From an optimization exercise on the open Yosys and OpenROAD flow, aimed at small area; shortcuts taken in it are not production practice.
Where RTL was checked, it was by simulation tests only, not by an equivalence proof against the original.
The clock port is modelled as an ideal driver, which makes a skipped or thinned clock tree look cheaper than it is; a real chip needs a root buffer or a tree.
Power figures rest on the tool's default switching activity, not on a simulated workload.

## the reference run
==> module MultTop_seq, before the edit <==
module MultTop_seq(input wire clk, input wire reset, input wire m_enable,
                   input wire [7:0] a, input wire [7:0] b,
                   output wire [3:0] an, output wire [7:0] seg);
    reg  [3:0]  mc;
    reg         rv;       
    reg  [7:0]  ar;       
    reg  [15:0] p;        
    wire m_idle = (mc == 4'd0);
    wire m_done = (mc == 4'd5);
    wire m_first = (mc == 4'd1);
    wire [7:0] addend = ar & {8{p[0]}};
    wire [8:0] cy;
    wire [7:0] sm;
    assign cy[0] = 1'b0;
    genvar gi;
    generate for (gi = 0; gi < 8; gi = gi + 1) begin : rca
        assign sm[gi] = p[8+gi] ^ addend[gi] ^ cy[gi];
        assign cy[gi+1] = (p[8+gi] & addend[gi]) | (cy[gi] & (p[8+gi] ^ addend[gi]));
    end endgenerate
    wire [8:0] sum = {cy[8], sm};
    reg  [1:0]  ph;
    reg  [3:0]  ix;
    wire ph_a = (ph == 2'd1);
    wire ph_s = (ph == 2'd3);
    wire ix0 = (ix == 4'd0);
    wire ix15 = (ix == 4'd15);
    reg  [15:0] cp;       
    reg  [15:0] l;        
    wire c_idle = ~ph[0];
    reg         cz;       
    wire diff = cz ? (p != 16'd0) : (p != cp);
    wire cp_load = m_idle & rv & diff & (c_idle | (m_enable & ph_s & ix15));
    wire start = c_idle & rv & (m_first | diff);
    wire step = ph_s;
    wire clr = reset | (ph_s & ix0);
    wire sbit = cp[~ix] & ~reset;
    wire [15:0] li = clr ? 16'd0 : l;
    function [3:0] add3(input [3:0] d);
        add3 = {d[3] | (d[2] & (d[1] | d[0])),
                (d[3] & d[0]) | (d[2] & ~d[1] & ~d[0]),
                (d[3] & ~d[0]) | (~d[2] & d[1]) | (d[1] & d[0]),
                (d[3] & ~d[0]) | (~d[3] & ~d[2] & d[0]) | (d[2] & d[1] & ~d[0])};
    endfunction
    wire [15:0] la = {add3(li[15:12]), add3(li[11:8]), add3(li[7:4]), add3(li[3:0])};
    always @(posedge clk) begin
        if (reset) mc <= 4'd0;
        else if (m_idle) mc <= {3'd0, m_enable};
        else if (m_done) mc <= 4'd0;
        else mc <= {mc[2:0], mc[3] ^ mc[2] ^ ~|mc[2:0]};
    end
    always @(posedge clk) begin
        if (reset) rv <= 1'b0;
        else if (m_done) rv <= 1'b1;
        else if (m_first) rv <= 1'b0;
        else if (m_idle & m_enable) rv <= rv & diff & ph_s & ix15;
    end
    always @(posedge clk) begin
        if (m_idle) begin
            ar <= a;
            if (m_enable) p <= {8'd0, b};
        end else if (!m_done) begin
            p <= {sum, p[7:1]};
        end
    end
    always @(posedge clk) begin
        if (reset) begin
            ph <= 2'd0;
            ix <= 4'd0;
        end else begin
            if (c_idle) ph <= {1'b0, start};
            else if (ix15) ph <= {1'b1, ~ph[1]};
            if (ph[0]) ix <= ix + 4'd1;
        end
    end
    always @(posedge clk) begin
        if (cp_load) cp <= p;
        if (reset) cz <= 1'b1;
        else if (cp_load) cz <= 1'b0;
    end
    always @(posedge clk) begin
        if (step | reset) l <= {la[14:0], sbit};
    end
    reg [9:0] lo;
    reg [1:0] sel;
    reg       q;
    wire z9 = ~|lo[8:0];
    wire lend = lo[9] & z9;
    always @(posedge clk or posedge reset) begin
        if (reset) lo <= 10'd0;
        else lo <= {lo[8:0], lo[9] ^ lo[6] ^ z9};
    end
    wire sw = q | (lend & ~(&sel));
    wire [1:0] sel_n = reset ? 2'd0 : sel + {1'b0, sw};
    always @(posedge clk) begin
        sel <= sel_n;
        q <= lend & (&sel);
    end
    reg [3:0] d;
    reg [3:0] sv;
    wire capm = ph_a & ~ix0;
    wire holdm = ph[1];
    wire [1:0] idx = sel + {1'b0, sw | capm};
    reg [3:0] mx;
    always @(*) begin
        case (idx)
            2'd0: mx = l[3:0];
            2'd1: mx = l[7:4];
            2'd2: mx = l[11:8];
            default: mx = l[15:12];
        endcase
    end
    always @(posedge clk) begin
        if (capm) sv <= mx;
        if (reset) d <= 4'd0;
        else if (holdm) begin
            if (sw) d <= sv;
        end else if (sw | ~capm) d <= mx;
    end
    function [7:0] segdec(input [3:0] v);
        reg p7;
        begin
            p7 = ~v[1] & ~v[3] & (v[2] ^ v[0]);
            segdec = {p7,
                      v[2] & (v[1] ^ v[0]),
                      v[1] & ~v[2] & ~v[0],
                      p7 | (v[2] & v[1] & v[0]),
                      v[0] | (v[2] & ~v[1]),
                      ~v[3] & ((v[1] & v[0]) | (~v[2] & (v[1] | v[0]))),
                      ~v[3] & (v[2] ? (v[1] & v[0]) : ~v[1]),
                      ~(v[3] & (v[2] | v[1]))};
        end
    endfunction
    assign seg = segdec(d);
    assign an = ~(4'd1 << sel);
endmodule
==> flow/config.mk <==
export PLATFORM = sky130hd
export DESIGN_NAME = MultTop_seq
export DESIGN_NICKNAME = MultTop_seq
export VERILOG_FILES = /design/flow/design.v
export SDC_FILE = /design/flow/constraint.sdc
export NUM_CORES = 4
export LEC_CHECK = 0
export CAP_MARGIN = 0
export CORE_MARGIN = 2
export CORE_UTILIZATION = 70
export PLACE_DENSITY = 0.85
export SLEW_MARGIN = 0
==> flow/constraint.sdc <==
create_clock -name core_clock -period 10.0 [get_ports {clk}]
set_input_delay 2.0000 -clock core_clock [delete_from_list [all_inputs] [get_ports {clk}]]
set_output_delay 2.0000 -clock core_clock [all_outputs]
set_load 0.01 [all_outputs]
standard.sh (not shown) runs the stock make flow with config.mk's settings and CLKGATE_MAP_FILE= SYNTH_SCRIPT=/design/flow/synth_recipe.tcl, a recipe that flattens the netlist after the stock synthesis.
==> flow/flow/run.sh <==
#!/bin/bash
set -euo pipefail
W=$PWD
{ head -n 1 synth_recipe.tcl; cat flow/abc_override.tcl; tail -n +2 synth_recipe.tcl; } > my_synth.tcl
sed "s#SYNTH_SCRIPT=[^ ]*#SYNTH_SCRIPT=$W/my_synth.tcl#" standard.sh > my_standard.sh
grep -q "SYNTH_SCRIPT=$W/my_synth.tcl" my_standard.sh
export MY_ABC_SCRIPT=$W/flow/area.abc
export BUFFER_PORTS_ARGS="-buffer_cell sky130_fd_sc_hd__buf_1"
export PRE_CTS_TCL=$W/flow/pre_cts.tcl
export MY_NBUF=8
export MY_BUFCELL=sky130_fd_sc_hd__clkbuf_4
export MY_ROOT=sky130_fd_sc_hd__clkbuf_4
bash my_standard.sh > standard.log 2>&1
Other scripts of this flow, unchanged in this note and not shown: flow/flow/abc_override.tcl, flow/flow/area.abc, flow/flow/pre_cts.tcl
Here is what was changed in the inputs of the trial run compared with the reference run.
--- a/flow/design.v
+++ b/flow/design.v
@@ -27,13 +27,13 @@
     wire ix15 = (ix == 4'd15);
     reg  [15:0] cp;       
     reg  [15:0] l;        
     wire c_idle = ~ph[0];
     reg         cz;       
     wire diff = cz ? (p != 16'd0) : (p != cp);
-    wire cp_load = m_idle & rv & diff & (c_idle | (m_enable & ph_s & ix15));
+    wire cp_load = m_idle & rv & (c_idle | (m_enable & ph_s & ix15));
     wire start = c_idle & rv & (m_first | diff);
     wire step = ph_s;
     wire clr = reset | (ph_s & ix0);
     wire sbit = cp[~ix] & ~reset;
     wire [15:0] li = clr ? 16'd0 : l;
     function [3:0] add3(input [3:0] d);
## What came out
- Looking at the trial run and the reference run, the smallest hold slack is a wash.
- Power delta (the trial run − the reference run): unfavourable
- The trial run ended up with a higher mean instance size in the synthesized netlist than the reference run did.
- Cell internal power dissipation of the trial run exceeds that of the reference run by a few percent.
- In the tables for the trial run and the reference run, layout overhead on the synthesized area reads lower with the reference run.
- The proportion of power drawn by the clock network number comes out higher for the reference run vs the trial run.
No functional check of the RTL was part of the trial run. No run of this note takes its clock network from TritonCTS; it comes from the design's own scripts or RTL.


Setup of pine:
The RTL this note starts from:
==> flow/design.v <==
`timescale 1ns / 1ps
module MultTop_seq(input wire clk, input wire reset, input wire m_enable,
                   input wire [7:0] a, input wire [7:0] b,
                   output wire [3:0] an, output wire [7:0] seg);
    reg  [3:0]  mc;
    reg         rv;       
    reg  [7:0]  ar;       
    reg  [15:0] p;        
    wire m_idle = (mc == 4'd0);
    wire m_done = (mc == 4'd9);
    wire m_first = (mc == 4'd1);
    wire [8:0] sum = {1'b0, p[15:8]} + (p[0] ? ar : 8'd0);
    reg  [5:0]  cnt;
    reg  [15:0] cp;       
    reg  [15:0] l;        
    wire c_idle = (cnt == 6'd0) | (cnt == 6'd33);
    wire diff = (p != cp);
    wire cp_load = m_idle & rv & diff & (c_idle | (m_enable & (cnt == 6'd32)));
    wire start = c_idle & rv & (m_first | diff);
    wire step = (cnt[5:4] == 2'b01);
    wire clr = reset | (step & (cnt[3:0] == 4'd0));
    wire sbit = cp[~cnt[3:0]] & ~reset;
    wire [15:0] li = clr ? 16'd0 : l;
    function [3:0] add3(input [3:0] d);
        add3 = (d >= 4'd5) ? d + 4'd3 : d;
    endfunction
    wire [15:0] la = {add3(li[15:12]), add3(li[11:8]), add3(li[7:4]), add3(li[3:0])};
    always @(posedge clk) begin
        if (reset) mc <= 4'd0;
        else if (m_idle) mc <= {3'd0, m_enable};
        else if (m_done) mc <= 4'd0;
        else mc <= mc + 4'd1;
    end
    always @(posedge clk) begin
        if (reset) rv <= 1'b0;
        else if (m_done) rv <= 1'b1;
        else if (m_first) rv <= 1'b0;
        else if (m_idle & m_enable) rv <= rv & diff & (cnt == 6'd32);
    end
    always @(posedge clk) begin
        if (m_idle) begin
            ar <= a;
            if (m_enable) p <= {8'd0, b};
        end else if (!m_done) begin
            p <= {sum, p[7:1]};
        end
    end
    always @(posedge clk or posedge reset) begin
        if (reset) cnt <= 6'd0;
        else if (c_idle) cnt <= {5'd0, start};
        else cnt <= cnt + 6'd1;
    end
    always @(posedge clk or posedge reset) begin
        if (reset) cp <= 16'd0;
        else if (cp_load) cp <= p;
    end
    always @(posedge clk) begin
        if (step | reset) l <= {la[14:0], sbit};
    end
    reg [9:0] lo;
    reg [1:0] sel;
    reg       q;
    wire z9 = ~|lo[8:0];
    wire lend = lo[9] & z9;
    always @(posedge clk or posedge reset) begin
        if (reset) lo <= 10'd0;
        else lo <= {lo[8:0], lo[9] ^ lo[6] ^ z9};
    end
    wire sw = q | (lend & ~(&sel));
    wire [1:0] sel_n = reset ? 2'd0 : sel + {1'b0, sw};
    always @(posedge clk) begin
        sel <= sel_n;
        q <= lend & (&sel);
    end
    reg [3:0] d;
    reg [3:0] sv;
    wire capm = (cnt >= 6'd2) & (cnt <= 6'd15);
    wire holdm = (cnt >= 6'd16);
    wire [1:0] idx = sel + {1'b0, sw | capm};
    reg [3:0] mx;
    always @(*) begin
        case (idx)
            2'd0: mx = l[3:0];
            2'd1: mx = l[7:4];
            2'd2: mx = l[11:8];
            default: mx = l[15:12];
        endcase
    end
    always @(posedge clk) begin
        if (capm) sv <= mx;
        if (reset) d <= 4'd0;
        else if (holdm) begin
            if (sw) d <= sv;
        end else if (sw | ~capm) d <= mx;
    end
    reg [7:0] s;
    always @(*) begin
        case (d)
            4'd0: s = 8'b0000_0011;
            4'd1: s = 8'b1001_1111;
            4'd2: s = 8'b0010_0101;
            4'd3: s = 8'b0000_1101;
            4'd4: s = 8'b1001_1001;
            4'd5: s = 8'b0100_1001;
            4'd6: s = 8'b0100_0001;
            4'd7: s = 8'b0001_1111;
            4'd8: s = 8'b0000_0001;
            4'd9: s = 8'b0000_1001;
            default: s = 8'b0000_0000;
        endcase
    end
    assign seg = s;
    assign an = ~(4'd1 << sel);
endmodule
export LEC_CHECK = 0
export CAP_MARGIN = 20
export CORE_MARGIN = 2
export CORE_UTILIZATION = 40
export SLEW_MARGIN = 20
create_clock -name core_clock -period 10.0 [get_ports {clk}]
run.sh (not shown) runs the stock make flow with config.mk's settings and CLKGATE_MAP_FILE= SYNTH_SCRIPT=/design/flow/synth_recipe.tcl, a recipe that flattens the netlist after the stock synthesis.
Stock flow here: none of the scripts above is used.
Inputs modified between pine and birch:
--- a/flow/design.v
+++ b/flow/design.v
@@ -92,23 +92,16 @@
         else if (holdm) begin
             if (sw) d <= sv;
         end else if (sw | ~capm) d <= mx;
     end
-    reg [7:0] s;
-    always @(*) begin
-        case (d)
-            4'd0: s = 8'b0000_0011;
-            4'd1: s = 8'b1001_1111;
-            4'd2: s = 8'b0010_0101;
-            4'd3: s = 8'b0000_1101;
-            4'd4: s = 8'b1001_1001;
-            4'd5: s = 8'b0100_1001;
-            4'd6: s = 8'b0100_0001;
-            4'd7: s = 8'b0001_1111;
-            4'd8: s = 8'b0000_0001;
-            4'd9: s = 8'b0000_1001;
-            default: s = 8'b0000_0000;
-        endcase
-    end
+    wire [3:0] d_ = d;
+    wire b7 = ~d_[1] & ~d_[3] & (d_[2] ^ d_[0]);
+    wire b6 = d_[2] & (d_[1] ^ d_[0]);
+    wire b5 = d_[1] & ~d_[2] & ~d_[0];
+    wire b4 = b7 | (d_[2] & d_[1] & d_[0]);
+    wire b3 = d_[0] | (d_[2] & ~d_[1]);
+    wire b2 = ~d_[3] & ((d_[1] & d_[0]) | (~d_[2] & (d_[1] | d_[0])));
+    wire b1 = ~d_[3] & (d_[2] ? (d_[1] & d_[0]) : ~d_[1]);
+    wire [7:0] s = {b7, b6, b5, b4, b3, b2, b1, 1'b1};
     assign seg = s;
     assign an = ~(4'd1 << sel);
 endmodule
Findings:
- Of pine and birch, birch shows the lower adder and majority gate portion of the synthesized area, with pine above it.
- birch vs. pine: synthesized area lost 190 µm²; worst IR drop on VDD went up by 90%; count of cells along the worst register-to-register path decreased 4; arrival time reported for the critical path endpoint lost 430 ps; floorplan row count went down 1.
- On logic gate share of total power, pine tracks birch almost exactly.
- Delta(per-cell routed wire length, birch - pine) < 0
- birch vs pine: sequential cell area fraction in the yosys report down
- The higher wire length of pine and birch is in pine.
- Lower met1 track demand over resource among pine and birch: birch
- birch vs pine: transition at the pin with the smallest max-transition slack down
Function was not checked in any run of this note: the RTL went through the layout flow alone.

-- what the ideal ports hide --
The flow's constraints put no driver on any port. The routed layouts listed below were extracted and timed again, unchanged, in two steps.
Step 1, drivers: a clkbuf_16 drives clk and a buf_2 each remaining input, both assumed.
Step 2 adds t to the input delays and takes it off the output delays; t is the mean of the earliest and latest rising clock arrival at the registers after step 1. Input paths then give back, and output paths get back, about the clock's delay inside the block.
Slacks: ideal / step 1 / step 2; pairs: ideal / step 1.
run | t, ns | setup slack, ns | slew at the worst register clock pin (ns) | worst slew at a driven data input, ns
the reference run | 0.434 | 6.069 / 6.065 / 5.631 | 0.11 / 0.11 | 0.03
the trial run | 0.451 | 5.997 / 5.994 / 5.543 | 0.12 / 0.12 | 0.07
pine | 0.389 | 5.552 / 5.552 / 5.390 | 0.07 / 0.07 | 0.03
birch | 0.373 | 5.758 / 5.765 / 5.392 | 0.06 / 0.06 | 0.04
After both steps every run listed still meets setup and hold. The setup slack of the trial run, which loses most, moves by -0.003 ns with the drivers and by -0.454 ns with both steps.
